This design comes from an exercise in tuning for small area and a short achievable clock period on the open sky130 flow, not from production work.
At most, simulation tests tie the RTL to the original design; equivalence was not proved.
Function not checked in runs 1 to 4: the RTL went through the layout flow alone.
Power is estimated from default activity; no workload was simulated.

**flow/config.mk**
```make
export PLATFORM = sky130hd
export DESIGN_NAME = fp_adder
export DESIGN_NICKNAME = fp_adder
export VERILOG_FILES = /design/flow/design.v
export SDC_FILE = /design/flow/constraint.sdc
export NUM_CORES = 4
export LEC_CHECK = 0
export ABC_AREA = 1
export CAP_MARGIN = 20
export CORE_MARGIN = 2
export CORE_UTILIZATION = 55
export SETUP_SLACK_MARGIN = 3.0
export SLEW_MARGIN = 20
```
**flow/constraint.sdc**
```tcl
create_clock -name core_clock -period 5.0 [get_ports {clk}]
set_input_delay 1.0000 -clock core_clock [delete_from_list [all_inputs] [get_ports {clk}]]
set_output_delay 1.0000 -clock core_clock [all_outputs]
set_load 0.01 [all_outputs]
```
**flow/design.v**
```verilog
module pfx_add #(parameter N = 23) (a, b, cin, s, cout);
  input  [N-1:0] a;
  input  [N-1:0] b;
  input          cin;
  output [N-1:0] s;
  output         cout;
  localparam L = (N > 16) ? 5 : (N > 8) ? 4 : (N > 4) ? 3 : (N > 2) ? 2 : 1;
  wire [N-1:0] p = a ^ b;
  wire [N-1:0] g [0:L];
  wire [N-1:0] t [0:L];
  assign g[0] = (a & b) | {{(N-1){1'b0}}, p[0] & cin};
  assign t[0] = p;
  genvar l, i;
  generate
    for (l = 0; l < L; l = l + 1) begin : lev
      for (i = 0; i < N; i = i + 1) begin : bt
        if ((i >> l) & 1) begin : cmb
          localparam integer J = ((i >> l) << l) - 1;
          assign g[l+1][i] = g[l][i] | (t[l][i] & g[l][J]);
          assign t[l+1][i] = t[l][i] & t[l][J];
        end else begin : pas
          assign g[l+1][i] = g[l][i];
          assign t[l+1][i] = t[l][i];
        end
      end
    end
  endgenerate
  assign s    = p ^ {g[L][N-2:0], cin};
  assign cout = g[L][N-1];
endmodule
module fp_adder (clk, rst, A, B, res);
  input clk;
  input rst;
  input [31:0] A;
  input [31:0] B;
  output reg [31:0] res;
  wire [7:0] eA = A[30:23];
  wire [7:0] eB = B[30:23];
  wire [7:0] ep = eA ^ ~eB;
  wire [7:0] eg [0:3];
  wire [7:0] et [0:3];
  assign eg[0] = eA & ~eB;
  assign et[0] = ep;
  genvar l, i;
  generate
    for (l = 0; l < 3; l = l + 1) begin : elev
      for (i = 0; i < 8; i = i + 1) begin : ebit
        if ((i >> l) & 1) begin : cmb
          localparam integer J = ((i >> l) << l) - 1;
          assign eg[l+1][i] = eg[l][i] | (et[l][i] & eg[l][J]);
          assign et[l+1][i] = et[l][i] & et[l][J];
        end else begin : pas
          assign eg[l+1][i] = eg[l][i];
          assign et[l+1][i] = et[l][i];
        end
      end
    end
  endgenerate
  wire       gt   = eg[3][7];
  wire [7:0] d_ab = ep ^ {eg[3][6:0] | et[3][6:0], 1'b1};
  wire [7:0] d_ba = ~(ep ^ {eg[3][6:0], 1'b0});
  wire [7:0] d    = gt ? d_ab : d_ba;
  reg  [22:0] x1;      
  reg  [22:0] m1;      
  reg  [4:0]  d1;      
  reg         big1;    
  reg  [7:0]  e1;      
  reg         s1;      
  reg         sub1;    
  always @(posedge clk) begin
    x1   <= A[22:0] ^ B[22:0];
    m1   <= gt ? B[22:0] : A[22:0];
    d1   <= d[4:0];
    big1 <= |d[7:5];
    e1   <= gt ? eA : eB;
    s1   <= gt ? A[31] : B[31];
    sub1 <= A[31] ^ B[31];
  end
  wire [22:0] l1   = m1 ^ x1;
  wire [22:0] sh   = big1 ? 23'd0 : (m1 >> d1);
  wire        d0   = (d1 == 5'd0) & ~big1;
  wire        lnz  = |l1;
  wire        mnz  = |m1;
  wire        e255 = &e1;
  wire        nan  = e255 & (lnz | (d0 & mnz));
  wire        z    = (e1 == 8'd0) & ~lnz;
  reg  [22:0] l2;
  reg  [22:0] m2;
  reg  [7:0]  e2;
  reg         s2;
  reg         sub2;
  always @(posedge clk) begin
    l2   <= e255 ? 23'd0 : l1;
    m2   <= e255 ? {22'd0, nan | (d0 & sub1)} : sh;
    e2   <= e1;
    s2   <= nan ? 1'b0 : s1 ^ (d0 & sub1 & (e255 | (z & mnz)));
    sub2 <= sub1 & ~e255 & ~z;
  end
  wire [22:0] sum;
  wire        cout;
  pfx_add #(23) add (.a(l2), .b(m2 ^ {23{sub2}}), .cin(sub2), .s(sum), .cout(cout));
  reg  [23:0] S3;
  reg  [7:0]  e3;
  reg         s3;
  always @(posedge clk) begin
    S3 <= {cout ^ sub2, sum};
    e3 <= e2;
    s3 <= s2;
  end
  wire [7:0]  einc;
  genvar k;
  generate
    for (k = 0; k < 8; k = k + 1) begin : inc
      if (k == 0) begin : b0
        assign einc[0] = ~e3[0];
      end else begin : bk
        assign einc[k] = e3[k] ^ (&e3[k-1:0]);
      end
    end
  endgenerate
  wire [7:0]  eo  = S3[23] ? einc : e3;
  wire [22:0] fo  = S3[23] ? S3[23:1] : S3[22:0];
  wire        clr = S3[23] ? (e3 == 8'd127) : (e3 == 8'd128);
  always @(posedge clk or negedge rst) begin
    if (!rst)
      res <= 32'd0;
    else
      res <= {s3, eo, clr ? 23'd0 : fo};
  end
endmodule
```
**flow/flow/run.sh**
```bash
#!/bin/bash
# Standard layout with two changes: adders are left to ABC instead of the
# full/half adder cells, and the port buffers are buf_2 instead of delay cells.
export ADDER_MAP_FILE=
export BUFFER_PORTS_ARGS="-buffer_cell sky130_fd_sc_hd__buf_2"
bash standard.sh > standard.log 2>&1
```
**flow/standard.sh**
```bash
#!/bin/bash
# synth_recipe.tcl (not shown) runs the flow's synth.tcl, then flattens the netlist and writes it again
# the make line also repeats each setting of config.mk as NAME=value (left out here)
make -C /OpenROAD-flow-scripts/flow DESIGN_CONFIG=/design/flow/config.mk WORK_HOME=/design/flow/orfs CLKGATE_MAP_FILE= SYNTH_SCRIPT=/design/flow/synth_recipe.tcl "${@:-finish}"
```
==> results of run 1 <==
## metal layers
layer  wire, µm  GRT usage  vias to the layer above
met5          0          0                        -
met4        282     0.0627                        0
met3        735     0.0453                       20
met2       8390      0.331                      162
met1       9020      0.303                     3105
li1           -          -                     3929
## stage by stage
stage / utilization / hold slack [ns] / worst slack, ns / cells / total power, mW
6_report: 0.685 / 0.330 / 3.00 / 1533 / 4.87
5_1_grt: 0.685 / 0.332 / 2.90 / 1533 / 5.21
4_1_cts: 0.654 / 0.330 / 2.96 / 1512 / 4.75
3_5_place_dp: 0.605 / 0.313 / 1.50 / 1473 / 3.45
3_3_place_gp: 0.605 / 0.313 / 1.55 / 1473 / 3.43
2_1_floorplan: - / 0.310 / 2.77 / 1196 / 3.09
## flip-flops by register name (all words and copies together) (netlist names)
name	flops
S3	24
big1	1
d1	5
e1	8
e2	8
e3	8
l2	23
m1	23
m2	23
res	32
s1	1
s2	1
s3	1
sub1	1
sub2	1
x1	23
## cells by family after synthesis
kind of cell	count (synthesis)
multiplexers	6
flip-flops	183
buffers and inverters	181
XOR/XNOR	80
AND/OR/NAND/NOR	611
AO/OA/AOI/OAI	135
## final timing paths
| check | from | end | cells past startpoint |
|---|---|---|---|
| min | e2[0] | e3[0] | 0 |
| max reg2reg | sub2 | S3[16] | 13 |
| min in group asynchronous | rst | res[31] | 1 |
| max in group asynchronous | rst | res[10] | 1 |
| max | B[29] | big1 | 16 |
| min reg2reg | e2[0] | e3[0] | 0 |
## timing repair
item                                   CTS  global route
setup endpoints to repair               69            55
pin swaps                                3            35
setup buffers                            3            17
gates cloned                             4             4
endpoints found under the hold margin    0             0
resized for setup                       38            93
## layout make-up
cell class | instances | share of cell area
multi-input combinational | 835 | 0.419
timing repair inverter | 3 | 0.00203
tap | 211 | 0.0252
inverter | 148 | 0.0597
clock buffer | 18 | 0.0420
sequential | 183 | 0.367
timing repair buffer | 121 | 0.0729
clock inverter | 14 | 0.0117
## placed cells by master, fill, tap and decap left out, types with 6 or more instances in the layout
| cell | n |
|---|---|
| clkbuf_16 | 19 |
| nor2_1 | 92 |
| buf_4 | 18 |
| xor2_1 | 50 |
| o21ai_0 | 50 |
| nand2_4 | 12 |
| nand2_1 | 369 |
| inv_2 | 12 |
| mux2i_1 | 6 |
| nand3_1 | 45 |
| nor2_4 | 6 |
| nand3b_1 | 6 |
| dfrtp_1 | 32 |
| inv_6 | 7 |
| buf_2 | 93 |
| nand4_1 | 11 |
| o21ai_1 | 9 |
| nor2_2 | 20 |
| inv_1 | 128 |
| a31oi_1 | 6 |
| nor3_1 | 7 |
| dfxtp_1 | 145 |
| xnor2_1 | 28 |
| a21oi_1 | 42 |
| nand2_2 | 25 |
## power by group through the flow
stage	logic, mW	clock network (mW)	registers, mW
after global routing	1.76	1.36	2.09
after global placement	1.37	0	2.06
after CTS	1.42	1.30	2.04
after floorplan	1.03	0	2.05
final	1.55	1.28	2.04
after detailed placement	1.38	0	2.07
## cells in the mapped netlist (6+ instances only)
cell type,instances,area share
nor3_1,7,0.0041
xor2_1,51,0.052
clkbuf_1,19,0.0083
dfrtp_1,32,0.093
a21oi_1,44,0.026
mux2i_1,6,0.0070
nand3_1,48,0.028
o21ai_1,8,0.0047
xnor2_1,28,0.029
nand3b_1,6,0.0052
o21ai_0,55,0.032
dfxtp_1,151,0.35
nor2_1,113,0.049
inv_1,142,0.062
nand2_1,397,0.17
nand4_1,11,0.0080
a31oi_1,6,0.0044
nand2_2,9,0.0066
==> flow_summary.yaml, run 1 <==
synthesis:
  syn_area_per_cell_um2: 7.18
  synth-edff-count: 0
  synth_nets: 1262
  ys_ff_latch: 183
  ys_types: 49
  yosysSeqAreaShare: 0.445
  synthArstFlopShare: 0.175
  synth_top_family_by_area: "simple AND/OR/NAND/NOR gates"
  synth_compound_area_frac: 0.0867
  muxShareOfSynthArea: 0.00699
  yosys.area_share.simple: 0.291
  yosysWarnings: 2
  synthAdderAreaFrac: 0
  syn_inst: 1196
  synth_xor_area_frac: 0.0825
  synthFlopType: "dfxtp_1"
  synth_area_um2: 8590
drt:
  drtIter0Drc: 372
  vias_per_cell: 4.71
  wirelength_um: 18400
  drc: 0
  vias: 7216
  post_drt_wl_per_cell_um: 12.0
  drtPass1Iterations: 5
  drtAntennaViolNets: 0
clock_tree:
  clkTransAtPathRegs_ns: 0.07
  cts_num_sinks: 183
  cts_buffers: 17
  cts_root_buf: "clkbuf_16"
  hold_buffers: 0
  cts_buffer_depth: 2
  cts_tree: "done"
  htreeDepth: 4
  clkLatencyLatePin_ns: 0.43
placed_design:
  port_buffers: 97
  gp_congestion: 0.980
  place_hpwl_um: 12900
  placed_area_um2: 9240
power:
  internal_power_mw: 3.12
  comb_power_share: 0.319
  switching_share: 0.361
  power_leakage_nw: 5.19
  powerDensity_nw_per_um2: 466
  ir_drop_mv: 0.259
  seqPwrFrac: 0.419
  power.switching_mw: 1.76
  pwr-share-clk: 0.262
setup_path:
  worstPathCellList: "buf_2, inv_2, nand2_2, inv_2, nor2_4, nand3_4, nor2_4, nand2_8, nand2_8, clkinv_16, nand2_4, nand2_1, nand2_1, nand2_1, inv_1, nand3_1"
  crit_path_start_kind: "input port"
  r2r_slack_ns: 3.06
  cp_slowest_cell: "nor2_4"
  cp.required_ns: 5.31
  cp_num_buf_inv: 5
  arrival_ns: 2.31
  crit_type: "input port to register"
  cp_slowest_stage_delay_ns: 0.17
  critPathTopFamily: "simple AND/OR/NAND/NOR gates"
  worstPathMaxFanout: 8
  end_kind: "register"
  crit_top_cell: "nand2_1"
final_layout:
  drive_gt1_frac: 0.202
  fin_nets: 1375
  nFillCells: 1301
  ff_latch_area_um2: 3840
  multi_input_area_um2: 4390
  fin_area_um2: 10500
  syn2layout_area_growth_pct: 21.8
  insertedDiodeCount: 0
timing:
  timing.setup.tns_ns: 0
  tightest_slew_ns: 0.651
  timing.fmax_mhz: 500
  fin_skew_ns: 0.0102
  rsz0062_at_grt: "yes"
  period_share: 0.400
  period_minus_slack_ns: 2.00
  drv_slew: 0
  relSlewSlack: 0.566
  setup_viol: 0
  hold_viol: 0
floorplanning:
  die_area_um2: 16600
  start_util: 0.563
  io-pin-count: 98
  fp.dieH_um: 129
  row_count: 45
  coreArea_um2: 15300
  die-width_um: 129
global_routing:
  grt_pass1_vias: 6180
  grt_overflow: 0
  grt_pass1_wl_um: 28600
  grt_antenna_before_repair: 0
  grt_max_degree: 42
  grt.total_usage: 0.214
flow_run:
  maxCapViolCount: 0
min_path:
  worstHoldPathType: "register to register"
run_status:
  status: "timing/DRC/antenna clean"
==> run 2, diff against run 1 <==
--- a/flow/design.v
+++ b/flow/design.v
@@ -121,7 +121,7 @@
   wire [7:0]  eo  = S3[23] ? einc : e3;
   wire [22:0] fo  = S3[23] ? S3[23:1] : S3[22:0];
   wire        clr = S3[23] ? (e3 == 8'd127) : (e3 == 8'd128);
-  always @(posedge clk or negedge rst) begin
+  always @(posedge clk) begin
     if (!rst)
       res <= 32'd0;
     else
--- a/flow/config.mk
+++ b/flow/config.mk
@@ -9,5 +9,7 @@
 export CAP_MARGIN = 20
 export CORE_MARGIN = 2
 export CORE_UTILIZATION = 55
+export CTS_BUF_LIST = sky130_fd_sc_hd__clkbuf_8
+export CTS_CLUSTER_SIZE = 40
 export SETUP_SLACK_MARGIN = 3.0
 export SLEW_MARGIN = 20
==> flow_summary.yaml, run 2 <==
run_status:
  status: "timing/DRC/antenna clean"
drt:
  drc: 0
  vias: 7404
  vias_per_cell: 4.88
  drtPass1Iterations: 5
  drtAntennaViolNets: 0
  drtIter0Drc: 349
  wirelength_um: 18900
  post_drt_wl_per_cell_um: 12.4
final_layout:
  top_regs: "res (32), S3 (24)"
  layout_commonest_cell: "nand2_1"
  largest_reg_flops: 32
  layoutNonFillerInstCount: 1516
  drive_gt1_frac: 0.215
  layout.cells.most_common_list: "nand2_1, dfxtp_1, inv_1"
  fin_nets: 1381
  top_register: "res"
  insertedDiodeCount: 0
  syn2layout_area_growth_pct: 19.7
setup_path:
  cp.required_ns: 5.37
  worstPathMaxFanout: 5
  r2r_slack_ns: 3.09
  arrival_ns: 2.38
  critPathTopFamily: "simple AND/OR/NAND/NOR gates"
  rr_worst_depth: 7
  worst-path-stages: 14
  cp_slowest_stage_delay_ns: 0.18
  cp_num_buf_inv: 3
  crit_top_cell: "nand2_1"
  end_kind: "register"
  cp_slowest_cell: "nor3_4"
  worstPathCellList: "buf_2, inv_2, nor2_2, nor2_2, nand2_2, nor3_4, nand2_4, nand2_8, buf_6, nand2_2, nand2_1, nand2_1, nand2_1, nand3_2"
  crit_type: "input port to register"
  crit_path_start_kind: "input port"
clock_tree:
  cts_root_buf: "clkbuf_8"
  clkLatencyLatePin_ns: 0.48
  cts_buffer_depth: 2
  cts_buffers: 17
  cts_num_sinks: 183
  cts_tree: "done"
  clkTransAtPathRegs_ns: 0.11
  hold_buffers: 0
  htreeDepth: 4
placed_design:
  gp_congestion: 0.950
  dp.cells: 1449
  place_hpwl_um: 13100
  port_buffers: 97
synthesis:
  synth_top_area_frac: 0.429
  syn_inst: 1197
  ys_types: 52
  ys_ff_latch: 183
  syn_area_per_cell_um2: 7.14
  yosysMostFrequentCell: "nand2_1"
  synthArstFlopShare: 0
  yosysSeqAreaShare: 0.429
  synthFlopType: "dfxtp_1"
  synth_area_leaders: "dfxtp_1, nand2_1, inv_1"
  yosysTopAreaCell: "dfxtp_1"
  synth_nets: 1263
  synth_commonest_cells: "nand2_1, dfxtp_1, inv_1"
  synth_area_um2: 8550
  synth-edff-count: 0
  yosysWarnings: 2
timing:
  fin_skew_ns: 0.0131
  period_minus_slack_ns: 2.01
  timing.setup.tns_ns: 0
  timing.fmax_mhz: 497
  period_share: 0.402
  setup_viol: 0
  tightest_slew_ns: 0.635
  rsz0062_at_grt: "yes"
  relSlewSlack: 0.577
  drv_slew: 0
  hold_viol: 0
min_path:
  hold_depth: 0
  worstHoldPathType: "register to register"
floorplanning:
  coreArea_um2: 15200
  row_count: 45
  io-pin-count: 98
  die-width_um: 129
  fp.dieH_um: 129
  die_area_um2: 16600
  start_util: 0.562
global_routing:
  grt.total_usage: 0.228
  grt_overflow: 0
  grt_max_degree: 42
  grt_pass1_vias: 6363
  grt_antenna_before_repair: 0
  grt_pass1_wl_um: 30000
power:
  power_leakage_nw: 5.06
  powerDensity_nw_per_um2: 436
  ir_drop_mv: 0.195
flow_run:
  maxCapViolCount: 0
==> run 2: changes by cell type after synthesis, moves of 6 or more <==
cell / before / now
dfrtp_1: 32 / 0
dfxtp_1: 151 / 183
nor2_1: 113 / 97
nand2_2: 9 / 22
o21ai_0: 55 / 67
nand2_1: 397 / 387
buf_2: 3 / 11
inv_1: 142 / 134
o21ai_1: 8 / 2
xor2_1: 51 / 45
==> run 2: final timing paths <==
kind                            start  endpoint
worst max-delay path            B[27]      big1
worst min-delay path               s2        s3
worst max register to register  d1[0]     m2[7]
worst min register to register     s2        s3
==> run 2: cells by family after synthesis <==
kind of cell,synth area share
xor gates and xnor gates,0.0809
AOI/OAI and AO/OA,0.0959
buffers and inverters,0.0866
muxes,0.00937
and+or+nand+nor,0.299
DFF,0.429
==> run 2: report_power, final <==
part / total [mW] / internal [mW] / leakage, nW / switching (mW)
Combinational: 1.48 / 0.587 / 3.32 / 0.898
Sequential: 2.00 / 1.79 / 1.53 / 0.207
Clock: 0.980 / 0.381 / 0.202 / 0.598
==> run 2: layout make-up <==
type                            instances  area (µm²)
Clock buffer                           17         234
Clock inverter                         15         173
Fill cell                            1347        4970
Inverter                              143         597
Multi-Input combinational cell        839        4480
Sequential cell                       183        3680
Tap cell                              188         235
Timing Repair Buffer                  128         807
Timing Repair inverter                  3        23.8
==> run 2: timing repair <==
action	CTS	global route
buffers inserted	13	15
resized for setup	30	67
setup endpoints to repair	106	92
pin swaps	7	19
cloned	5	2
==> run 2: layer usage <==
| layer | share of wire | up-vias | track usage |
|---|---|---|---|
| met5 | 0 | - | 0 |
| met4 | 0.020 | 0 | 0.0876 |
| met3 | 0.037 | 27 | 0.0403 |
| met2 | 0.46 | 180 | 0.362 |
| met1 | 0.48 | 3235 | 0.311 |
| li1 | - | 3962 | - |
==> run 2: per-stage QoR <==
step | power, mW | util | instance area, µm² | worst slack (ns) | hold WS, ns
after global routing | 4.79 | 0.673 | 10200 | 2.93 | 0.338
after floorplan | 3.03 | - | 8650 | 2.84 | 0.310
after CTS | 4.38 | 0.648 | 9860 | 2.92 | 0.329
after detailed placement | 3.36 | 0.605 | 9190 | 2.05 | 0.312
final | 4.46 | 0.673 | 10200 | 2.99 | 0.330
after global placement | 3.34 | 0.605 | 9190 | 2.10 | 0.312
==> run 3, diff against run 2 <==
--- a/flow/config.mk
+++ b/flow/config.mk
@@ -11,5 +11,5 @@
 export CORE_UTILIZATION = 55
 export CTS_BUF_LIST = sky130_fd_sc_hd__clkbuf_8
 export CTS_CLUSTER_SIZE = 40
-export SETUP_SLACK_MARGIN = 3.0
+export SETUP_SLACK_MARGIN = 3.1
 export SLEW_MARGIN = 20
==> flow_summary.yaml, run 3 <==
run_status:
  status: "timing/DRC/antenna clean"
timing:
  period_share: 0.409
  setup_viol: 0
  rsz0062_at_grt: "yes"
  fin_skew_ns: 0.0123
  drv_slew: 0
  period_minus_slack_ns: 2.05
  holdWs_ns: 0.333
  timing.setup.tns_ns: 0
  hold_viol: 0
  relSlewSlack: 0.576
  tightest_slew_ns: 0.636
  timing.fmax_mhz: 489
synthesis:
  syn_area_per_cell_um2: 7.14
  synthFlopType: "dfxtp_1"
  synth_top_area_frac: 0.429
  yosysTopAreaCell: "dfxtp_1"
  synth_nets: 1263
  yosysWarnings: 2
  synth-edff-count: 0
  syn_inst: 1197
  synthAdderAreaFrac: 0
  yosysMostFrequentCell: "nand2_1"
  muxShareOfSynthArea: 0.00937
  yosysSeqAreaShare: 0.429
  synth_xor_area_frac: 0.0809
  synth_commonest_cells: "nand2_1, dfxtp_1, inv_1"
  ys_types: 52
  synth_area_leaders: "dfxtp_1, nand2_1, inv_1"
  synth_compound_area_frac: 0.0959
  synth_area_um2: 8550
  yosys.area_share.simple: 0.299
  synthArstFlopShare: 0
  synth_top_family_by_area: "simple AND/OR/NAND/NOR gates"
  ys_ff_latch: 183
setup_path:
  r2r_slack_ns: 3.04
  crit_type: "input port to register"
  worstPathCellList: "buf_2, inv_1, nor2_1, inv_1, nand2_1, nor2_4, nand2_1, nand3_1, nand2_1, nand2_1, nand2_4, nand3_1, nand2_1, nand3_1"
  cp_num_buf_inv: 3
  cp_slowest_stage_delay_ns: 0.19
  rr_worst_depth: 11
  crit_start: "B[23]"
  rr_startpoint: "sub2"
  end_kind: "register"
  arrival_ns: 2.40
  cp_slowest_cell: "nor2_1"
  critPathTopFamily: "simple AND/OR/NAND/NOR gates"
  timing.rr.end: "S3[23]"
  worst-path-stages: 14
  crit_top_cell: "nand2_1"
  crit_path_start_kind: "input port"
  cp.required_ns: 5.35
  worstPathMaxFanout: 4
  setup.worst_path.end: "big1"
min_path:
  worstHoldPathType: "register to register"
  hold_depth: 0
final_layout:
  syn2layout_area_growth_pct: 28.5
  top_regs: "res (32), S3 (24)"
  layout.cells.most_common_list: "nand2_1, dfxtp_1, inv_1"
  largest_reg_flops: 32
  insertedDiodeCount: 0
  drive_gt1_frac: 0.283
  nFillCells: 1213
  ff_latch_area_um2: 3680
  top_register: "res"
  fin_nets: 1408
  multi_input_area_um2: 4830
  layout_commonest_cell: "nand2_1"
  fin_area_um2: 11000
drt:
  drtAntennaViolNets: 0
  post_drt_wl_per_cell_um: 13.4
  vias_per_cell: 5.02
  drtPass1Iterations: 5
  vias: 7741
  drtIter0Drc: 390
  wirelength_um: 20800
  drc: 0
clock_tree:
  htreeDepth: 4
  cts_num_sinks: 183
  cts_tree: "done"
  clkTransAtPathRegs_ns: 0.11
  clkLatencyLatePin_ns: 0.47
  cts_buffer_depth: 2
  cts_root_buf: "clkbuf_8"
  cts_buffers: 17
global_routing:
  grt_pass1_wl_um: 30600
  grt.total_usage: 0.231
  grt_max_degree: 42
  grt_overflow: 0
  grt_pass1_vias: 6451
  grt_antenna_before_repair: 0
floorplanning:
  io-pin-count: 98
  row_count: 45
  die-width_um: 129
  start_util: 0.562
  coreArea_um2: 15200
  die_area_um2: 16600
  fp.dieH_um: 129
power:
  powerDensity_nw_per_um2: 437
  power_leakage_nw: 5.39
  ir_drop_mv: 0.188
placed_design:
  gp_congestion: 0.951
  placed_area_um2: 9200
  place_hpwl_um: 13000
  port_buffers: 97
flow_run:
  maxCapViolCount: 0
-- run 3: cell counts after synthesis --
Identical to the previous run, type by type.
-- run 3: where the power goes --
group          switching, mW  leakage [nW]  internal (mW)
combinational           1.04          3.63          0.701
sequential             0.203          1.53           1.79
clock                  0.592         0.223          0.479
-- run 3: logic make-up (layout without fill, tap and decap cells) --
kind of cell	count (synthesis)	after routing
compound gates	147	148
mux	8	8
buf+inv	178	334
xor+xnor	76	76
flops	183	183
simple gates	605	606
-- run 3: repair_timing --
item                                    in CTS  in global routing
gates cloned                                 4                  5
buffers inserted                            23                 29
pin swaps                                   22                 68
endpoints found under the hold margin        0                  0
gates resized for setup                     77                155
hold buffers                                 0                  0
endpoints found under the setup margin     139                126
-- run 3: routing by layer --
layer	GRT usage	vias up	wire [µm]
met2	0.373	217	10000
met5	0	-	0
met1	0.311	3464	9430
met3	0.0445	34	812
li1	-	4026	-
met4	0.0806	0	481
-- run 3: worst reg2reg max path, cell delays in order (launching register included) --
cell,delay [ns]
dfxtp_4,0.40
clkbuf_16,0.18
xnor2_1,0.14
or2_1,0.24
nand2_1,0.17
nor2_2,0.07
inv_1,0.13
nor2_1,0.09
a21oi_2,0.22
nand2_1,0.10
nand2_1,0.08
nand2_1,0.05
-- run 3: worst min-delay path by stage --
stage | slack (ns) | start | endpoint
floorplan | 0.31 | e2[0] | e3[0]
global placement | 0.31 | e2[2] | e3[2]
detailed placement | 0.31 | e2[6] | e3[6]
CTS | 0.34 | s2 | s3
global route | 0.34 | e1[3] | e2[3]
finish | 0.33 | s2 | s3
-- run 3: layout make-up --
cell class | instances | share of cell area
repair buffers | 154 | 0.104
flip-flops and latches | 183 | 0.335
multi-input cells | 838 | 0.440
inverters | 143 | 0.0567
repair inverters | 5 | 0.00342
well taps | 188 | 0.0214
clock buffers | 17 | 0.0213
clock inverters | 15 | 0.0186
-- run 3: stage by stage --
stage,util,setup slack (ns),total power [mW],cells
2_1_floorplan,-,2.84,3.03,1197
3_3_place_gp,0.605,2.10,3.34,1450
3_5_place_dp,0.605,2.05,3.36,1450
4_1_cts,0.668,3.06,4.51,1509
5_1_grt,0.722,2.92,5.12,1543
6_report,0.722,2.95,4.80,1543
==> run 4, diff against run 3 <==
--- a/flow/design.v
+++ b/flow/design.v
@@ -121,7 +121,7 @@
   wire [7:0]  eo  = S3[23] ? einc : e3;
   wire [22:0] fo  = S3[23] ? S3[23:1] : S3[22:0];
   wire        clr = S3[23] ? (e3 == 8'd127) : (e3 == 8'd128);
-  always @(posedge clk) begin
+  always @(posedge clk or negedge rst) begin
     if (!rst)
       res <= 32'd0;
     else
--- a/flow/config.mk
+++ b/flow/config.mk
@@ -8,8 +8,8 @@
 export ABC_AREA = 1
 export CAP_MARGIN = 20
 export CORE_MARGIN = 2
-export CORE_UTILIZATION = 55
+export CORE_UTILIZATION = 50
 export CTS_BUF_LIST = sky130_fd_sc_hd__clkbuf_8
 export CTS_CLUSTER_SIZE = 40
-export SETUP_SLACK_MARGIN = 3.1
+export SETUP_SLACK_MARGIN = 3.05
 export SLEW_MARGIN = 20
==> flow_summary.yaml, run 4 <==
run_status:
  status: "timing/DRC/antenna clean"
placed_design:
  port_buffers: 97
  dp.cells: 1484
  placed_area_um2: 9260
  place_hpwl_um: 13300
  gp_congestion: 0.937
  dp_slack_ns: 1.97
power:
  ir_drop_mv: 0.198
  power_leakage_nw: 5.27
  powerDensity_nw_per_um2: 434
setup_path:
  crit_type: "input port to register"
  crit_path_start_kind: "input port"
  worstPathMaxFanout: 8
  cp.required_ns: 5.33
  end_kind: "register"
  arrival_ns: 2.35
synthesis:
  syn_inst: 1196
  yosysTopAreaCell: "dfxtp_1"
  ys_ff_latch: 183
  synth-edff-count: 0
  synthArstFlopShare: 0.175
  synthFlopType: "dfxtp_1"
  ys_types: 49
  synth_area_leaders: "dfxtp_1, nand2_1, dfrtp_1"
  yosysSeqAreaShare: 0.445
  yosysMostFrequentCell: "nand2_1"
  synth_nets: 1262
  syn_area_per_cell_um2: 7.18
  synth_area_um2: 8590
  yosysWarnings: 2
  synth_commonest_cells: "nand2_1, dfxtp_1, inv_1"
  synth_top_area_frac: 0.352
final_layout:
  layout_commonest_cell: "nand2_1"
  drive_gt1_frac: 0.223
  fin_nets: 1397
  insertedDiodeCount: 0
  fin_util: 0.631
  top_register: "res"
  fin_area_um2: 10500
  syn2layout_area_growth_pct: 22.8
  layoutNonFillerInstCount: 1564
  largest_reg_flops: 32
  layout.cells.most_common_list: "nand2_1, dfxtp_1, inv_1"
  top_regs: "res (32), S3 (24)"
timing:
  rsz0062_at_grt: "yes"
  setup_viol: 0
  period_minus_slack_ns: 2.02
  timing.fmax_mhz: 496
  relSlewSlack: 0.559
  tightest_slew_ns: 0.662
  hold_viol: 0
  timing.setup.tns_ns: 0
  drv_slew: 0
  setup_ws_ns: 2.98
  period_share: 0.403
  fin_skew_ns: 0.0169
clock_tree:
  clkLatencyLatePin_ns: 0.45
  cts_num_sinks: 183
  cts_buffer_depth: 2
  cts_tree: "done"
  hold_buffers: 0
  cts_buffers: 17
  clkTransAtPathRegs_ns: 0.10
  htreeDepth: 4
  cts_root_buf: "clkbuf_8"
global_routing:
  grt_pass1_vias: 6287
  grt_antenna_before_repair: 0
  grt_overflow: 0
  grt_pass1_wl_um: 29700
  grt.total_usage: 0.203
  grt_max_degree: 42
floorplanning:
  io-pin-count: 98
  row_count: 47
  die_area_um2: 18200
  start_util: 0.514
  die-width_um: 135
  coreArea_um2: 16700
  fp.dieH_um: 135
drt:
  vias: 7305
  wirelength_um: 19100
  drtAntennaViolNets: 0
  drt-met1-wl_um: 9260
  drc: 0
  drtPass1Iterations: 5
  post_drt_wl_per_cell_um: 12.2
  drtIter0Drc: 439
  top_layer: "met4"
  wl_met2_um: 8590
  met3_length_um: 846
  vias_per_cell: 4.67
min_path:
  worstHoldPathType: "register to register"
flow_run:
  maxCapViolCount: 0
-- run 4: changes by cell type after synthesis, sizes merged, moves of 4 or more --
cell,delta
a31oi,+4
nand2,-4
inv,+6
o22ai,-5
o21ai,-7
nor2,+11
dfxtp,-32
a21oi,-6
dfrtp,+32
xor2,+5
buf,-4
-- run 4: final timing paths --
check | from | end | slack [ns] | cells after the start
max | B[28] | big1 | 2.98 | 15
min | e2[1] | e3[1] | 0.33 | 0
max in group asynchronous | rst | res[3] | 4.00 | 1
min reg2reg | e2[1] | e3[1] | 0.33 | 0
max reg2reg | sub2 | S3[20] | 3.09 | 14
min in group asynchronous | rst | res[27] | 0.56 | 1
-- run 4: worst max-delay path, cell delays in order --
cell	delay, ns
buf_2	0.11
inv_1	0.11
nor2_4	0.05
nor2_2	0.14
nand2_2	0.10
nor2_4	0.16
nand2_8	0.08
nand2_8	0.17
inv_16	0.05
nand2_4	0.07
nand2_2	0.04
nand2_1	0.05
nand2_1	0.06
inv_1	0.06
nand3_1	0.08
-- run 4: per-stage QoR --
step                      power (mW)  hold WS [ns]
after floorplan                 3.09         0.310
after global placement          3.44         0.310
after detailed placement        3.45         0.313
after CTS                       4.42         0.326
after global routing            4.92         0.340
final                           4.58         0.329
-- run 4: what timing repair did --
action | in CTS | in global routing
setup buffers | 15 | 26
pin swaps | 13 | 45
gates cloned | 5 | 2
gates resized for setup | 41 | 122
endpoints found under the setup margin | 130 | 88
-- run 4: report_power, final --
| group | internal, mW | switching, mW | leakage, nW |
|---|---|---|---|
| logic | 0.659 | 0.967 | 3.43 |
| clock network | 0.402 | 0.510 | 0.193 |
| registers | 1.83 | 0.209 | 1.65 |
| total | 2.89 | 1.69 | 5.27 |
-- run 4: per-layer routing --
metal / up-vias / GRT usage
li1: 3982 / -
met1: 3105 / 0.290
met2: 190 / 0.315
met3: 28 / 0.0375
met4: 0 / 0.0602
met5: - / 0
-- run 4: cell type report --
| type | instances | area (µm²) |
|---|---|---|
| fillers | 1532 | 6160 |
| inverters | 148 | 617 |
| multi-input cells | 834 | 4440 |
| flip-flops and latches | 183 | 3840 |
| repair buffers | 144 | 995 |
| repair inverters | 3 | 18.8 |
| well taps | 220 | 275 |
| clock inverters | 14 | 111 |
| clock buffers | 18 | 248 |
-- run 4: logic make-up (layout without fill, tap and decap cells) --
group | after synthesis | in the layout | share of synthesized area
multiplexers | 6 | 6 | 0.00699
AO/OA/AOI/OAI | 135 | 135 | 0.0867
AND/OR/NAND/NOR | 611 | 613 | 0.291
flip-flops | 183 | 183 | 0.445
buffers and inverters | 181 | 327 | 0.0873
XOR/XNOR | 80 | 80 | 0.0825
==> run 5, diff against run 4 <==
--- a/flow/design.v
+++ b/flow/design.v
@@ -60,7 +60,7 @@
   wire [7:0] d_ab = ep ^ {eg[3][6:0] | et[3][6:0], 1'b1};
   wire [7:0] d_ba = ~(ep ^ {eg[3][6:0], 1'b0});
   wire [7:0] d    = gt ? d_ab : d_ba;
-  reg  [22:0] x1;      
+  reg  [22:0] l1;      
   reg  [22:0] m1;      
   reg  [4:0]  d1;      
   reg         big1;    
@@ -68,7 +68,7 @@
   reg         s1;      
   reg         sub1;    
   always @(posedge clk) begin
-    x1   <= A[22:0] ^ B[22:0];
+    l1   <= gt ? A[22:0] : B[22:0];
     m1   <= gt ? B[22:0] : A[22:0];
     d1   <= d[4:0];
     big1 <= |d[7:5];
@@ -76,7 +76,6 @@
     s1   <= gt ? A[31] : B[31];
     sub1 <= A[31] ^ B[31];
   end
-  wire [22:0] l1   = m1 ^ x1;
   wire [22:0] sh   = big1 ? 23'd0 : (m1 >> d1);
   wire        d0   = (d1 == 5'd0) & ~big1;
   wire        lnz  = |l1;
--- a/flow/config.mk
+++ b/flow/config.mk
@@ -8,8 +8,6 @@
 export ABC_AREA = 1
 export CAP_MARGIN = 20
 export CORE_MARGIN = 2
-export CORE_UTILIZATION = 50
-export CTS_BUF_LIST = sky130_fd_sc_hd__clkbuf_8
-export CTS_CLUSTER_SIZE = 40
-export SETUP_SLACK_MARGIN = 3.05
+export CORE_UTILIZATION = 55
+export SETUP_SLACK_MARGIN = 3.0
 export SLEW_MARGIN = 20
==> flow_summary.yaml, run 5 <==
placed_design:
  port_buffers: 97
  gp_congestion: 0.909
  place_hpwl_um: 12800
global_routing:
  grt_antenna_before_repair: 0
  grt_overflow: 0
  grt_pass1_vias: 6381
  grt_pass1_wl_um: 29800
  grt_max_degree: 44
  grt.total_usage: 0.228
synthesis:
  syn_area_per_cell_um2: 7.04
  synth-edff-count: 0
  synth_area_leaders: "dfxtp_1, nand2_1, dfrtp_1"
  synth_area_um2: 8400
  yosysSeqAreaShare: 0.455
  ys_ff_latch: 183
  synthArstFlopShare: 0.175
  syn_inst: 1192
  synthFlopType: "dfxtp_1"
  yosysWarnings: 2
  synth_top_area_frac: 0.360
  synth_commonest_cells: "nand2_1, inv_1, dfxtp_1"
  synth_nets: 1258
  ys_types: 43
  yosysMostFrequentCell: "nand2_1"
  yosysTopAreaCell: "dfxtp_1"
drt:
  vias_per_cell: 4.99
  post_drt_wl_per_cell_um: 13.4
  drc: 0
  drtAntennaViolNets: 0
  drtPass1Iterations: 5
  drtIter0Drc: 467
  vias: 7603
  wirelength_um: 20400
final_layout:
  top_regs: "res (32), S3 (24)"
  fin_nets: 1389
  layout_commonest_cell: "nand2_1"
  drive_gt1_frac: 0.246
  top_register: "res"
  largest_reg_flops: 32
  multi_input_area_um2: 4200
  layout.cells.most_common_list: "nand2_1, dfxtp_1, inv_1"
  nFillCells: 1218
  fin_util: 0.722
  insertedDiodeCount: 0
  ff_latch_area_um2: 3830
  syn2layout_area_growth_pct: 29.2
min_path:
  worstHoldPathType: "register to register"
power:
  ir_drop_mv: 0.259
  power_leakage_nw: 5.33
  powerDensity_nw_per_um2: 439
floorplanning:
  fp.dieH_um: 128
  start_util: 0.558
  die_area_um2: 16300
  coreArea_um2: 15000
  row_count: 45
  io-pin-count: 98
  die-width_um: 128
timing:
  tightest_slew_ns: 0.660
  hold_viol: 0
  relSlewSlack: 0.560
  timing.fmax_mhz: 478
  period_share: 0.419
  setup_viol: 0
  fin_skew_ns: 0.0107
  period_minus_slack_ns: 2.09
  rsz0062_at_grt: "yes"
  drv_slew: 0
  timing.setup.tns_ns: 0
clock_tree:
  cts_buffers: 17
  clkLatencyLatePin_ns: 0.42
  cts_buffer_depth: 2
  cts_num_sinks: 183
  cts_root_buf: "clkbuf_16"
  clkTransAtPathRegs_ns: 0.07
  htreeDepth: 4
  cts_tree: "done"
setup_path:
  cp.required_ns: 5.35
  worstPathMaxFanout: 7
  arrival_ns: 2.44
  crit_path_start_kind: "input port"
  end_kind: "register"
  crit_type: "input port to register"
flow_run:
  maxCapViolCount: 0
run_status:
  status: "timing/DRC/antenna clean"
==> run 5: cell types whose count changed in the layout (fill, tap and decap cells not counted), moves of 17 or more <==
cell	before	now
xor2_1	50	25
o21ai_1	9	27
xnor2_1	27	10
nand2_1	362	311
nand2_2	30	49
clkbuf_16	1	25
o21ai_0	49	83
==> run 5: kinds of logic (layout without fill, tap and decap cells) <==
logic type                Yosys count  in the layout  synth area share
DFF                               183            183             0.455
muxes                               4              4           0.00477
buffers and inverters             210            353             0.100
xor gates and xnor gates           37             37            0.0395
AOI/OAI and AO/OA                 193            193             0.124
and+or+nand+nor                   565            565             0.277
==> run 5: report_power, final <==
part	internal (mW)	switching (mW)	leakage (nW)
registers	1.79	0.183	1.65
logic	0.600	0.851	3.39
clock network	0.793	0.540	0.284
total	3.19	1.57	5.33
==> run 5: path summary, 6_finish.rpt <==
check,cells past startpoint,end,start,slack (ns)
min in group asynchronous,1,res[24],rst,0.61
setup / recovery,13,d1[2],B[27],2.91
hold / removal,0,e3[4],e2[4],0.33
setup reg to reg,14,S3[23],sub2,3.09
max in group asynchronous,1,res[12],rst,3.96
hold reg to reg,0,e3[4],e2[4],0.33
==> run 5: area by class of cell <==
type	count	share of cell area
Multi-Input combinational cell	799	0.387
Sequential cell	183	0.353
Timing Repair Buffer	151	0.118
Inverter	170	0.0645
Clock buffer	22	0.0447
Tap cell	188	0.0217
Clock inverter	9	0.0105
Timing Repair inverter	1	0.000461
==> run 5: metrics by stage <==
| stage | setup WS (ns) | hold slack, ns | instance area (µm²) | power, mW | std cells |
|---|---|---|---|---|---|
| final | 2.91 | 0.326 | 10900 | 4.76 | 1523 |
| after global routing | 2.84 | 0.335 | 10900 | 5.04 | 1523 |
| after CTS | 2.98 | 0.326 | 10000 | 4.58 | 1489 |
| after detailed placement | 2.09 | 0.313 | 9060 | 3.16 | 1442 |
| after global placement | 2.16 | 0.312 | 9060 | 3.14 | 1442 |
| after floorplan | 2.82 | 0.310 | 8520 | 2.84 | 1192 |
==> run 5: worst max-delay path: stages <==
cell and delay, ns:
buf_2 0.09, inv_2 0.04, nand2_1 0.07, inv_2 0.07, nor2_4 0.15, nand2_2 0.10, inv_4 0.10, nand3_4 0.11
nand2_8 0.14, clkinv_8 0.11, buf_12 0.16, o21ai_2 0.13, xor2_1 0.16
==> run 5: repair_timing <==
action                                 in CTS  in global routing
hold buffers                                0                  0
pin swaps                                   9                 33
setup endpoints to repair                 126                105
setup buffers                               9                 25
resized for setup                          44                153
endpoints found under the hold margin       0                  0
cloned                                      7                  9
==> run 5: per-layer routing <==
layer,vias to the layer above,track usage,wire (µm)
met3,40,0.0515,1010
met4,0,0.0730,527
li1,3980,-,-
met1,3369,0.308,9220
met5,-,0,0
met2,214,0.366,9660
==> run 6, diff against run 5 <==
--- a/flow/design.v
+++ b/flow/design.v
@@ -60,24 +60,24 @@
   wire [7:0] d_ab = ep ^ {eg[3][6:0] | et[3][6:0], 1'b1};
   wire [7:0] d_ba = ~(ep ^ {eg[3][6:0], 1'b0});
   wire [7:0] d    = gt ? d_ab : d_ba;
-  reg  [22:0] l1;      
+  reg  [22:0] x1;      
   reg  [22:0] m1;      
-  reg  [4:0]  d1;      
-  reg         big1;    
+  reg  [7:0]  d1;      
   reg  [7:0]  e1;      
   reg         s1;      
   reg         sub1;    
   always @(posedge clk) begin
-    l1   <= gt ? A[22:0] : B[22:0];
+    x1   <= A[22:0] ^ B[22:0];
     m1   <= gt ? B[22:0] : A[22:0];
-    d1   <= d[4:0];
-    big1 <= |d[7:5];
+    d1   <= d;
     e1   <= gt ? eA : eB;
     s1   <= gt ? A[31] : B[31];
     sub1 <= A[31] ^ B[31];
   end
-  wire [22:0] sh   = big1 ? 23'd0 : (m1 >> d1);
-  wire        d0   = (d1 == 5'd0) & ~big1;
+  wire [22:0] l1   = m1 ^ x1;
+  wire        big1 = |d1[7:5];
+  wire [22:0] sh   = big1 ? 23'd0 : (m1 >> d1[4:0]);
+  wire        d0   = (d1 == 8'd0);
   wire        lnz  = |l1;
   wire        mnz  = |m1;
   wire        e255 = &e1;
@@ -120,7 +120,7 @@
   wire [7:0]  eo  = S3[23] ? einc : e3;
   wire [22:0] fo  = S3[23] ? S3[23:1] : S3[22:0];
   wire        clr = S3[23] ? (e3 == 8'd127) : (e3 == 8'd128);
-  always @(posedge clk or negedge rst) begin
+  always @(posedge clk) begin
     if (!rst)
       res <= 32'd0;
     else
--- a/flow/config.mk
+++ b/flow/config.mk
@@ -9,5 +9,7 @@
 export CAP_MARGIN = 20
 export CORE_MARGIN = 2
 export CORE_UTILIZATION = 55
+export CTS_BUF_LIST = sky130_fd_sc_hd__clkbuf_8
+export CTS_CLUSTER_SIZE = 60
 export SETUP_SLACK_MARGIN = 3.0
 export SLEW_MARGIN = 20
==> flow_summary.yaml, run 6 <==
flow_run:
  maxCapViolCount: 0
drt:
  post_drt_wl_per_cell_um: 11.6
  drc: 0
  drtIter0Drc: 371
  drtPass1Iterations: 4
  vias_per_cell: 4.79
  wirelength_um: 17300
  vias: 7134
  drtAntennaViolNets: 0
clock_tree:
  clkLatencyLatePin_ns: 0.47
  clkTransAtPathRegs_ns: 0.11
  htreeDepth: 4
  cts_num_sinks: 185
  hold_buffers: 0
  cts_buffers: 17
  cts_tree: "done"
  cts_root_buf: "clkbuf_8"
  cts_buffer_depth: 2
synthesis:
  yosysWarnings: 2
  synthFlopType: "dfxtp_1"
  yosysMostFrequentCell: "nand2_1"
  synth-edff-count: 0
  synth_commonest_cells: "nand2_1, dfxtp_1, inv_1"
  ys_ff_latch: 185
  synth_nets: 1256
  synth_area_um2: 8410
  yosysTopAreaCell: "dfxtp_1"
  yosysSeqAreaShare: 0.441
  syn_inst: 1190
  syn_area_per_cell_um2: 7.06
  ys_types: 42
  synth_area_leaders: "dfxtp_1, nand2_1, inv_1"
  synthArstFlopShare: 0
  synth_top_area_frac: 0.441
final_layout:
  layout.cells.most_common_list: "nand2_1, dfxtp_1, inv_1"
  syn2layout_area_growth_pct: 16.7
  nFillCells: 1396
  top_regs: "res (32), S3 (24)"
  fin_nets: 1354
  largest_reg_flops: 32
  insertedDiodeCount: 0
  layout_commonest_cell: "nand2_1"
  top_register: "res"
  drive_gt1_frac: 0.171
floorplanning:
  row_count: 45
  die_area_um2: 16300
  start_util: 0.557
  fp.dieH_um: 128
  io-pin-count: 98
  coreArea_um2: 15100
  die-width_um: 128
timing:
  period_share: 0.389
  timing.setup.tns_ns: 0
  setup_viol: 0
  period_minus_slack_ns: 1.94
  timing.fmax_mhz: 514
  fin_skew_ns: 0.0137
  drv_slew: 0
  hold_viol: 0
  tightest_slew_ns: 0.740
  relSlewSlack: 0.506
  rsz0062_at_grt: "yes"
global_routing:
  grt.total_usage: 0.221
  grt_pass1_wl_um: 29000
  grt_overflow: 0
  grt_antenna_before_repair: 0
  grt_max_degree: 42
  grt_pass1_vias: 6244
power:
  power_mw: 4.46
  ir_drop_mv: 0.236
  power.switching_mw: 1.64
  internal_power_mw: 2.82
  seqPwrFrac: 0.448
  pwr-share-clk: 0.239
  switching_share: 0.367
  comb_power_share: 0.314
  power_leakage_nw: 4.90
  powerDensity_nw_per_um2: 454
min_path:
  hold_depth: 0
  min-delay-start: "s2"
  whs_endpoint: "s3"
  worstHoldPathType: "register to register"
setup_path:
  arrival_ns: 2.31
  crit_path_start_kind: "input port"
  rr_worst_depth: 10
  rr_startpoint: "sub2"
  end_kind: "register"
  cp.required_ns: 5.37
  r2r_slack_ns: 3.15
  timing.rr.end: "S3[22]"
  worstPathMaxFanout: 11
  crit_type: "input port to register"
placed_design:
  port_buffers: 97
  place_hpwl_um: 12600
  gp_congestion: 0.909
run_status:
  status: "timing/DRC/antenna clean"
==> run 6: changes by cell type after synthesis, sizes merged, moves of 20 or more <==
| cell | delta |
|---|---|
| dfxtp | +34 |
| dfrtp | -32 |
| inv | -22 |
| xor2 | +20 |
| o21ai | -46 |
| xnor2 | +21 |
| nand2 | +23 |
==> run 6: cell type report <==
class / instances / area [µm²] / area share
flip-flops and latches: 185 / 3720 / 0.379
clock buffers: 17 / 234 / 0.0238
multi-input cells: 827 / 4180 / 0.426
repair inverters: 1 / 5.00 / 0.000510
clock inverters: 15 / 206 / 0.0210
inverters: 147 / 626 / 0.0638
repair buffers: 109 / 603 / 0.0615
well taps: 188 / 235 / 0.0240
==> run 6: how the worst max path moves through the flow <==
stage	slack (ns)	cells past startpoint	to	startpoint
after floorplan	2.91	12	d1[6]	B[24]
after global routing	2.96	11	m1[17]	B[24]
after CTS	3.00	6	m2[4]	d1[2]
final	3.06	11	e1[2]	B[24]
after detailed placement	2.02	12	d1[4]	B[24]
after global placement	2.05	12	d1[4]	B[24]
==> run 6: per-layer routing <==
layer	global-route usage	routed length, µm	part of all wire
met5	0	0	0
met4	0.0705	321	0.019
met3	0.0461	607	0.035
met2	0.348	7670	0.44
met1	0.306	8710	0.50
==> run 6: what timing repair did <==
| action | 4_1_cts | 5_1_grt |
|---|---|---|
| hold endpoints to repair | 0 | 0 |
| endpoints found under the setup margin | 75 | 59 |
| cloned | 3 | 0 |
| setup buffers | 7 | 3 |
| pin swaps | 2 | 5 |
| gates resized for setup | 10 | 35 |
==> run 6: kinds of logic (layout without fill, tap and decap cells) <==
family                    Yosys count  count (layout)  synth area share
AOI/OAI and AO/OA                 155             155             0.100
DFF                               185             185             0.441
and+or+nand+nor                   586             588             0.284
buffers and inverters             180             289            0.0859
muxes                               6               6           0.00715
xor gates and xnor gates           78              78            0.0822
==> run 6: power by group through the flow <==
stage	clock network, mW	logic, mW	registers, mW
after CTS	1.08	1.37	2.00
final	1.06	1.40	2.00
after floorplan	0	1.02	2.01
after global routing	1.14	1.61	2.04
after detailed placement	0	1.33	2.03
after global placement	0	1.32	2.03
==> run 6: critical path, stage by stage <==
cell	delay, ns
buf_2	0.16
inv_12	0.06
nand2_4	0.06
a21oi_4	0.17
nand2_1	0.08
nand2_2	0.12
nand3_4	0.11
buf_4	0.19
nand2_4	0.15
nand2_1	0.07
o21ai_1	0.15
==> run 6: metrics by stage <==
stage           util  setup WS, ns  cell area (µm²)  hold slack, ns  cells
3_5_place_dp   0.606          2.02             9150           0.318   1444
4_1_cts        0.643          3.00             9700           0.325   1486
6_report       0.650          3.06             9810           0.329   1489
2_1_floorplan      -          2.91             8620           0.310   1190
3_3_place_gp   0.606          2.05             9150           0.313   1444
5_1_grt        0.650          2.96             9810           0.335   1489
==> run 7, diff against run 6 <==
--- a/flow/config.mk
+++ b/flow/config.mk
@@ -10,6 +10,7 @@
 export CORE_MARGIN = 2
 export CORE_UTILIZATION = 55
 export CTS_BUF_LIST = sky130_fd_sc_hd__clkbuf_8
+export CTS_CLUSTER_DIAMETER = 150
 export CTS_CLUSTER_SIZE = 60
 export SETUP_SLACK_MARGIN = 3.0
 export SLEW_MARGIN = 20
==> flow_summary.yaml, run 7 <==
placed_design:
  port_buffers: 97
  dp_slack_ns: 2.02
  dp.cells: 1444
  gp_congestion: 0.909
  place_hpwl_um: 12600
timing:
  period_share: 0.389
  setup_ws_ns: 3.06
  timing.fmax_mhz: 514
  period_minus_slack_ns: 1.94
  hold_viol: 0
  timing.setup.tns_ns: 0
  relSlewSlack: 0.506
  tightest_slew_ns: 0.740
  fin_skew_ns: 0.0137
  drv_slew: 0
  setup_viol: 0
  rsz0062_at_grt: "yes"
synthesis:
  syn_area_per_cell_um2: 7.06
  synth_area_um2: 8410
  ys_types: 42
  synthArstFlopShare: 0
  yosysWarnings: 2
  synth_top_area_frac: 0.441
  yosysMostFrequentCell: "nand2_1"
  syn_inst: 1190
  synth_nets: 1256
  yosysSeqAreaShare: 0.441
  synthFlopType: "dfxtp_1"
  ys_ff_latch: 185
  synth_commonest_cells: "nand2_1, dfxtp_1, inv_1"
  yosysTopAreaCell: "dfxtp_1"
  synth_area_leaders: "dfxtp_1, nand2_1, inv_1"
  synth-edff-count: 0
floorplanning:
  row_count: 45
  start_util: 0.557
  fp.dieH_um: 128
  io-pin-count: 98
  die-width_um: 128
  coreArea_um2: 15100
  die_area_um2: 16300
final_layout:
  largest_reg_flops: 32
  fin_nets: 1354
  syn2layout_area_growth_pct: 16.7
  layout.cells.most_common_list: "nand2_1, dfxtp_1, inv_1"
  layoutNonFillerInstCount: 1489
  fin_util: 0.650
  drive_gt1_frac: 0.171
  top_register: "res"
  layout_commonest_cell: "nand2_1"
  top_regs: "res (32), S3 (24)"
  insertedDiodeCount: 0
setup_path:
  worstPathMaxFanout: 11
  rr_worst_depth: 10
  timing.rr.end: "S3[22]"
  r2r_slack_ns: 3.15
  end_kind: "register"
  arrival_ns: 2.31
  crit_path_start_kind: "input port"
  crit_type: "input port to register"
  rr_startpoint: "sub2"
  cp.required_ns: 5.37
power:
  power_leakage_nw: 4.90
  powerDensity_nw_per_um2: 454
  power_mw: 4.46
  ir_drop_mv: 0.236
drt:
  drc: 0
  drtPass1Iterations: 4
  vias_per_cell: 4.79
  drtAntennaViolNets: 0
  post_drt_wl_per_cell_um: 11.6
  vias: 7134
  drtIter0Drc: 371
  wirelength_um: 17300
min_path:
  min-delay-start: "s2"
  worstHoldPathType: "register to register"
  hold_depth: 0
  whs_endpoint: "s3"
clock_tree:
  hold_buffers: 0
  cts_root_buf: "clkbuf_8"
  cts_num_sinks: 185
  cts_buffers: 17
  clkLatencyLatePin_ns: 0.47
  clkTransAtPathRegs_ns: 0.11
  cts_tree: "done"
  htreeDepth: 4
  cts_buffer_depth: 2
global_routing:
  grt_max_degree: 42
  grt.total_usage: 0.221
  grt_antenna_before_repair: 0
  grt_pass1_vias: 6244
  grt_overflow: 0
  grt_pass1_wl_um: 29000
flow_run:
  maxCapViolCount: 0
run_status:
  status: "timing/DRC/antenna clean"
run 7: logic make-up (layout without fill, tap and decap cells):
family	count (synthesis)	after routing	share of synthesized area
AO/OA/AOI/OAI	155	155	0.100
XOR/XNOR	78	78	0.0822
buffers and inverters	180	289	0.0859
flip-flops	185	185	0.441
multiplexers	6	6	0.00715
AND/OR/NAND/NOR	586	588	0.284
run 7: critical path, stage by stage:
cell and delay, ns:
buf_2 0.16, inv_12 0.06, nand2_4 0.06, a21oi_4 0.17
nand2_1 0.08, nand2_2 0.12, nand3_4 0.11, buf_4 0.19
nand2_4 0.15, nand2_1 0.07, o21ai_1 0.15
run 7: what timing repair did:
action | 4_1_cts | 5_1_grt
setup endpoints to repair | 75 | 59
pin swaps | 2 | 5
gates resized for setup | 10 | 35
gates cloned | 3 | 0
buffers inserted | 7 | 3
endpoints found under the hold margin | 0 | 0
run 7: final cells by class:
type                            count  area (µm²)
Fill cell                        1396        5280
Multi-Input combinational cell    827        4180
Sequential cell                   185        3720
Inverter                          147         626
Timing Repair Buffer              109         603
Tap cell                          188         235
Clock buffer                       17         234
Clock inverter                     15         206
Timing Repair inverter              1        5.00
run 7: power breakdown:
group          switching [mW]  internal, mW
Combinational           0.867         0.530
Sequential              0.184          1.81
Clock                   0.586         0.477
run 7: how the worst max path moves through the flow:
stage | start | end | slack (ns) | cells after the start
after CTS | d1[2] | m2[4] | 3.00 | 6
after floorplan | B[24] | d1[6] | 2.91 | 12
final | B[24] | e1[2] | 3.06 | 11
after detailed placement | B[24] | d1[4] | 2.02 | 12
after global placement | B[24] | d1[4] | 2.05 | 12
after global routing | B[24] | m1[17] | 2.96 | 11
run 7: layer usage:
| metal | up-vias | track usage | part of all wire |
|---|---|---|---|
| met2 | 140 | 0.348 | 0.44 |
| met1 | 3074 | 0.306 | 0.50 |
| li1 | 3901 | - | - |
| met3 | 19 | 0.0461 | 0.035 |
| met5 | - | 0 | 0 |
| met4 | 0 | 0.0705 | 0.019 |
run 7: metrics by stage:
step / hold slack (ns) / instance area, µm²
after global routing: 0.335 / 9810
after global placement: 0.313 / 9150
after CTS: 0.325 / 9700
after floorplan: 0.310 / 8620
final: 0.329 / 9810
after detailed placement: 0.318 / 9150
==> run 8, diff against run 7 <==
--- a/flow/config.mk
+++ b/flow/config.mk
@@ -8,9 +8,8 @@
 export ABC_AREA = 1
 export CAP_MARGIN = 20
 export CORE_MARGIN = 2
-export CORE_UTILIZATION = 55
+export CORE_UTILIZATION = 62
 export CTS_BUF_LIST = sky130_fd_sc_hd__clkbuf_8
-export CTS_CLUSTER_DIAMETER = 150
-export CTS_CLUSTER_SIZE = 60
+export CTS_CLUSTER_SIZE = 40
 export SETUP_SLACK_MARGIN = 3.0
 export SLEW_MARGIN = 20
==> flow_summary.yaml, run 8 <==
run_status:
  status: "timing/DRC/antenna clean"
drt:
  drtIter0Drc: 370
  post_drt_wl_per_cell_um: 12.1
  drtAntennaViolNets: 0
  vias_per_cell: 4.86
  wirelength_um: 18100
  drtPass1Iterations: 5
  vias: 7273
  drc: 0
floorplanning:
  die_area_um2: 14500
  fp.dieH_um: 120
  start_util: 0.635
  io-pin-count: 98
  coreArea_um2: 13200
  die-width_um: 120
  row_count: 42
timing:
  fin_skew_ns: 0.00949
  hold_viol: 0
  period_share: 0.399
  tightest_slew_ns: 0.707
  timing.fmax_mhz: 501
  drv_slew: 0
  timing.setup.tns_ns: 0
  relSlewSlack: 0.528
  holdWs_ns: 0.325
  rsz0062_at_grt: "yes"
  setup_viol: 0
  period_minus_slack_ns: 1.99
flow_run:
  maxCapViolCount: 0
synthesis:
  synth_area_um2: 8410
  yosysSeqAreaShare: 0.441
  synthAdderAreaFrac: 0
  synth_nets: 1256
  synthArstFlopShare: 0
  ys_ff_latch: 185
  synth_xor_area_frac: 0.0822
  ys_types: 42
  yosysTopAreaCell: "dfxtp_1"
  synth_area_leaders: "dfxtp_1, nand2_1, inv_1"
  yosysWarnings: 2
  synthFlopType: "dfxtp_1"
  muxShareOfSynthArea: 0.00714
  synth_top_family_by_area: "simple AND/OR/NAND/NOR gates"
  yosys.area_share.simple: 0.284
  syn_inst: 1190
  yosysMostFrequentCell: "nand2_1"
  synth-edff-count: 0
  synth_top_area_frac: 0.441
  synth_compound_area_frac: 0.100
  synth_commonest_cells: "nand2_1, dfxtp_1, inv_1"
  syn_area_per_cell_um2: 7.06
final_layout:
  ff_latch_area_um2: 3720
  insertedDiodeCount: 0
  top_register: "res"
  layout.cells.most_common_list: "nand2_1, dfxtp_1, inv_1"
  syn2layout_area_growth_pct: 19.6
  largest_reg_flops: 32
  fin_area_um2: 10100
  layout_commonest_cell: "nand2_1"
  fin_nets: 1373
  drive_gt1_frac: 0.198
  top_regs: "res (32), S3 (24)"
  fin_util: 0.759
  layoutNonFillerInstCount: 1496
  nFillCells: 1037
  multi_input_area_um2: 4270
global_routing:
  grt_antenna_before_repair: 0
  grt_pass1_vias: 6427
  grt_overflow: 0
  grt_pass1_wl_um: 28800
  grt.total_usage: 0.248
  grt_max_degree: 42
power:
  power_leakage_nw: 5.01
  powerDensity_nw_per_um2: 450
  ir_drop_mv: 0.205
setup_path:
  crit_path_start_kind: "input port"
  rr_startpoint: "sub2"
  end_kind: "register"
  crit_type: "input port to register"
  worstPathMaxFanout: 3
  crit_start: "B[23]"
  timing.rr.end: "S3[22]"
  rr_worst_depth: 14
  setup.worst_path.end: "d1[7]"
  cp.required_ns: 5.37
  arrival_ns: 2.36
  r2r_slack_ns: 3.06
clock_tree:
  clkTransAtPathRegs_ns: 0.10
  cts_num_sinks: 185
  cts_root_buf: "clkbuf_8"
  clkLatencyLatePin_ns: 0.47
  cts_tree: "done"
  cts_buffer_depth: 2
  hold_buffers: 0
  htreeDepth: 4
  cts_buffers: 17
placed_design:
  dp.cells: 1432
  gp_congestion: 0.906
  place_hpwl_um: 12600
  port_buffers: 97
  placed_area_um2: 9130
min_path:
  worstHoldPathType: "register to register"
-- run 8: cell type report --
class,instances,area share
repair buffers,126,0.0754
clock buffers,17,0.0233
flip-flops and latches,185,0.370
multi-input cells,828,0.425
repair inverters,2,0.00162
clock inverters,15,0.0188
well taps,176,0.0219
inverters,147,0.0640
-- run 8: kinds of logic (layout without fill, tap and decap cells) --
logic type / count (synthesis) / in the layout
AOI/OAI and AO/OA: 155 / 155
xor gates and xnor gates: 78 / 78
buffers and inverters: 180 / 307
DFF: 185 / 185
muxes: 6 / 6
and+or+nand+nor: 586 / 589
-- run 8: per-layer routing --
metal / GRT usage / wire (µm)
met5: 0 / 0
met2: 0.417 / 8690
met4: 0.0828 / 307
met3: 0.0458 / 699
met1: 0.323 / 8410
-- run 8: what timing repair did --
item	in CTS	in global routing
pin swaps	3	16
gates cloned	4	2
resized for setup	13	62
endpoints found under the setup margin	73	66
setup buffers	8	18
-- run 8: power breakdown --
part	switching, mW	leakage [nW]	internal, mW	total, mW
sequential	0.186	1.55	1.81	2.00
combinational	0.901	3.26	0.575	1.48
clock	0.541	0.207	0.505	1.05
-- run 8: per-stage QoR --
step	total power [mW]	setup slack [ns]
after floorplan	3.03	2.91
after global placement	3.33	2.09
after detailed placement	3.36	2.05
after CTS	4.41	3.02
after global routing	4.82	2.94
final	4.52	3.01
-- run 8: how the worst min path moves through the flow --
stage | depth (start not counted) | end | startpoint | slack [ns]
3_3_place_gp | 0 | e3[6] | e2[6] | 0.31
6_report | 0 | s3 | s2 | 0.32
4_1_cts | 0 | s3 | s2 | 0.32
2_1_floorplan | 0 | e3[0] | e2[0] | 0.31
3_5_place_dp | 0 | e3[7] | e2[7] | 0.31
5_1_grt | 0 | s3 | s2 | 0.33
-- run 8: worst max-delay path: stages --
cell	delay (ns)
buf_2	0.12
inv_6	0.04
nand2_4	0.07
inv_1	0.03
or2_2	0.29
nor3b_2	0.25
nand2_1	0.09
nand2_1	0.13
o211ai_1	0.09
a21boi_0	0.24
==> run 9, diff against run 8 <==
--- a/flow/config.mk
+++ b/flow/config.mk
@@ -8,8 +8,9 @@
 export ABC_AREA = 1
 export CAP_MARGIN = 20
 export CORE_MARGIN = 2
-export CORE_UTILIZATION = 62
+export CORE_UTILIZATION = 55
 export CTS_BUF_LIST = sky130_fd_sc_hd__clkbuf_8
 export CTS_CLUSTER_SIZE = 40
+export PLACE_DENSITY = 0.7
 export SETUP_SLACK_MARGIN = 3.0
 export SLEW_MARGIN = 20
==> flow_summary.yaml, run 9 <==
power:
  switching_share: 0.365
  power_mw: 4.48
  power_leakage_nw: 5.00
  internal_power_mw: 2.85
  power.switching_mw: 1.64
  seqPwrFrac: 0.450
  pwr-share-clk: 0.224
  comb_power_share: 0.327
  powerDensity_nw_per_um2: 447
  ir_drop_mv: 0.197
timing:
  rsz0062_at_grt: "yes"
  hold_viol: 0
  period_minus_slack_ns: 1.96
  period_share: 0.391
  timing.setup.tns_ns: 0
  tightest_slew_ns: 0.572
  setup_viol: 0
  relSlewSlack: 0.615
  setup_ws_ns: 3.04
  fin_skew_ns: 0.0110
  drv_slew: 0
  holdWs_ns: 0.328
  timing.fmax_mhz: 511
synthesis:
  muxShareOfSynthArea: 0.00714
  synth_top_family_by_area: "simple AND/OR/NAND/NOR gates"
  yosysMostFrequentCell: "nand2_1"
  ys_ff_latch: 185
  synth_top_area_frac: 0.441
  syn_area_per_cell_um2: 7.06
  synthArstFlopShare: 0
  synth_nets: 1256
  yosys.area_share.simple: 0.284
  synth-edff-count: 0
  synth_area_um2: 8410
  synth_area_leaders: "dfxtp_1, nand2_1, inv_1"
  synth_xor_area_frac: 0.0822
  yosysWarnings: 2
  synthFlopType: "dfxtp_1"
  ys_types: 42
  synthAdderAreaFrac: 0
  synth_commonest_cells: "nand2_1, dfxtp_1, inv_1"
  syn_inst: 1190
  yosysTopAreaCell: "dfxtp_1"
  yosysSeqAreaShare: 0.441
  synth_compound_area_frac: 0.100
global_routing:
  grt_use_met2: 0.348
  grt_antenna_before_repair: 0
  grt-busiest-layer: "met2"
  grt_pass1_wl_um: 28500
  grt_util_met3: 0.0415
  grt_pass1_vias: 6189
  grt.total_usage: 0.218
  grt_overflow: 0
  grt_max_degree: 42
  use_met1: 0.298
min_path:
  worstHoldPathType: "register to register"
clock_tree:
  cts_tree: "done"
  cts_buffer_depth: 2
  clkTransAtPathRegs_ns: 0.09
  cts_root_buf: "clkbuf_8"
  htreeDepth: 4
  clkLatencyLatePin_ns: 0.48
  cts_num_sinks: 185
  cts_buffers: 17
setup_path:
  end_kind: "register"
  setup.worst_path.end: "d1[3]"
  timing.rr.end: "S3[21]"
  rr_worst_depth: 14
  worst-path-stages: 10
  worstPathMaxFanout: 8
  cp_num_buf_inv: 3
  cp_slowest_cell: "a21oi_4"
  crit_path_start_kind: "input port"
  crit_start: "B[30]"
  rr_startpoint: "sub2"
  critPathTopFamily: "compound AO/OA/AOI/OAI gates"
  cp_slowest_stage_delay_ns: 0.20
  worstPathCellList: "buf_2, inv_1, nand2_1, nand2_2, o21ai_1, a21oi_4, nand2_8, buf_4, o21ai_1, xor2_1"
  arrival_ns: 2.35
  crit_top_cell: "o21ai_1"
  cp.required_ns: 5.40
  crit_type: "input port to register"
  r2r_slack_ns: 3.08
floorplanning:
  die_area_um2: 16300
  start_util: 0.557
  die-width_um: 128
  fp.dieH_um: 128
  io-pin-count: 98
  row_count: 45
  coreArea_um2: 15100
final_layout:
  top_regs: "res (32), S3 (24)"
  insertedDiodeCount: 0
  fin_nets: 1367
  layout_commonest_cell: "nand2_1"
  largest_reg_flops: 32
  syn2layout_area_growth_pct: 19.4
  layout.cells.most_common_list: "nand2_1, dfxtp_1, inv_1"
  top_register: "res"
  drive_gt1_frac: 0.193
placed_design:
  port_buffers: 97
  gp_congestion: 0.889
  place_hpwl_um: 12600
  dp_slack_ns: 2.05
drt:
  vias: 7226
  vias_per_cell: 4.81
  drtIter0Drc: 446
  drtAntennaViolNets: 0
  drc: 0
  drtPass1Iterations: 6
  wirelength_um: 17800
  post_drt_wl_per_cell_um: 11.8
flow_run:
  maxCapViolCount: 0
run_status:
  status: "timing/DRC/antenna clean"
## run 9: cell counts after synthesis
No cell type changed its count.
## run 9: power by group through the flow
stage / clock, mW / sequential [mW] / combinational (mW)
6_report: 1.00 / 2.02 / 1.46
5_1_grt: 1.09 / 2.05 / 1.67
4_1_cts: 1.02 / 2.01 / 1.35
3_5_place_dp: 0 / 2.04 / 1.32
3_3_place_gp: 0 / 2.03 / 1.31
2_1_floorplan: 0 / 2.01 / 1.02
## run 9: per-layer routing
layer	share of wire	vias to the layer above
li1	-	3912
met5	0	-
met1	0.49	3129
met3	0.032	32
met4	0.021	0
met2	0.46	153
## run 9: repair_timing
item | CTS | global route
hold buffers | 0 | 0
setup buffers | 6 | 14
gates resized for setup | 11 | 66
pin swaps | 2 | 12
setup endpoints to repair | 80 | 86
gates cloned | 3 | 3
## run 9: worst reg2reg max path, stage by stage, from the launching register on
cell and delay, ns:
dfxtp_4 0.39, buf_12 0.15, or2_1 0.26, nand3_2 0.08
nand2_1 0.08, inv_1 0.08, nand2_1 0.08, inv_1 0.09
nand2_1 0.07, nor2_2 0.09, nand2_2 0.08, nand2_4 0.15
nand2_2 0.08, nand3_1 0.08, nand2_1 0.07
## run 9: through the flow
step,cells,cell area [µm²],util
after global routing,1502,10000,0.665
final,1502,10000,0.665
after floorplan,1190,8620,-
after detailed placement,1444,9150,0.606
after CTS,1485,9670,0.641
after global placement,1444,9150,0.606
## run 9: how the worst min path moves through the flow
stage | cells after the start | slack [ns] | startpoint | to
5_1_grt | 0 | 0.34 | s2 | s3
6_report | 0 | 0.33 | s2 | s3
4_1_cts | 0 | 0.33 | s2 | s3
3_5_place_dp | 0 | 0.31 | e2[2] | e3[2]
3_3_place_gp | 0 | 0.31 | e2[2] | e3[2]
2_1_floorplan | 0 | 0.31 | e2[0] | e3[0]
## run 9: kinds of logic (layout without fill, tap and decap cells)
| kind of cell | Yosys count | count (layout) |
|---|---|---|
| AO/OA/AOI/OAI | 155 | 155 |
| XOR/XNOR | 78 | 78 |
| buffers and inverters | 180 | 302 |
| flip-flops | 185 | 185 |
| multiplexers | 6 | 6 |
| AND/OR/NAND/NOR | 586 | 588 |
## run 9: cell type report
class / instances / area [µm²]
Clock buffer: 17 / 234
Clock inverter: 15 / 166
Fill cell: 1360 / 5060
Inverter: 147 / 648
Multi-Input combinational cell: 827 / 4280
Sequential cell: 185 / 3710
Tap cell: 188 / 235
Timing Repair Buffer: 121 / 734
Timing Repair inverter: 2 / 16.3

Setup slack of run 9, layout unchanged: 3.045 ns with ideal ports, 3.051 ns with driving cells assumed (clock clkbuf_16, inputs buf_2), 2.555 ns with port delays also shifted by the 0.506 ns mid clock arrival.
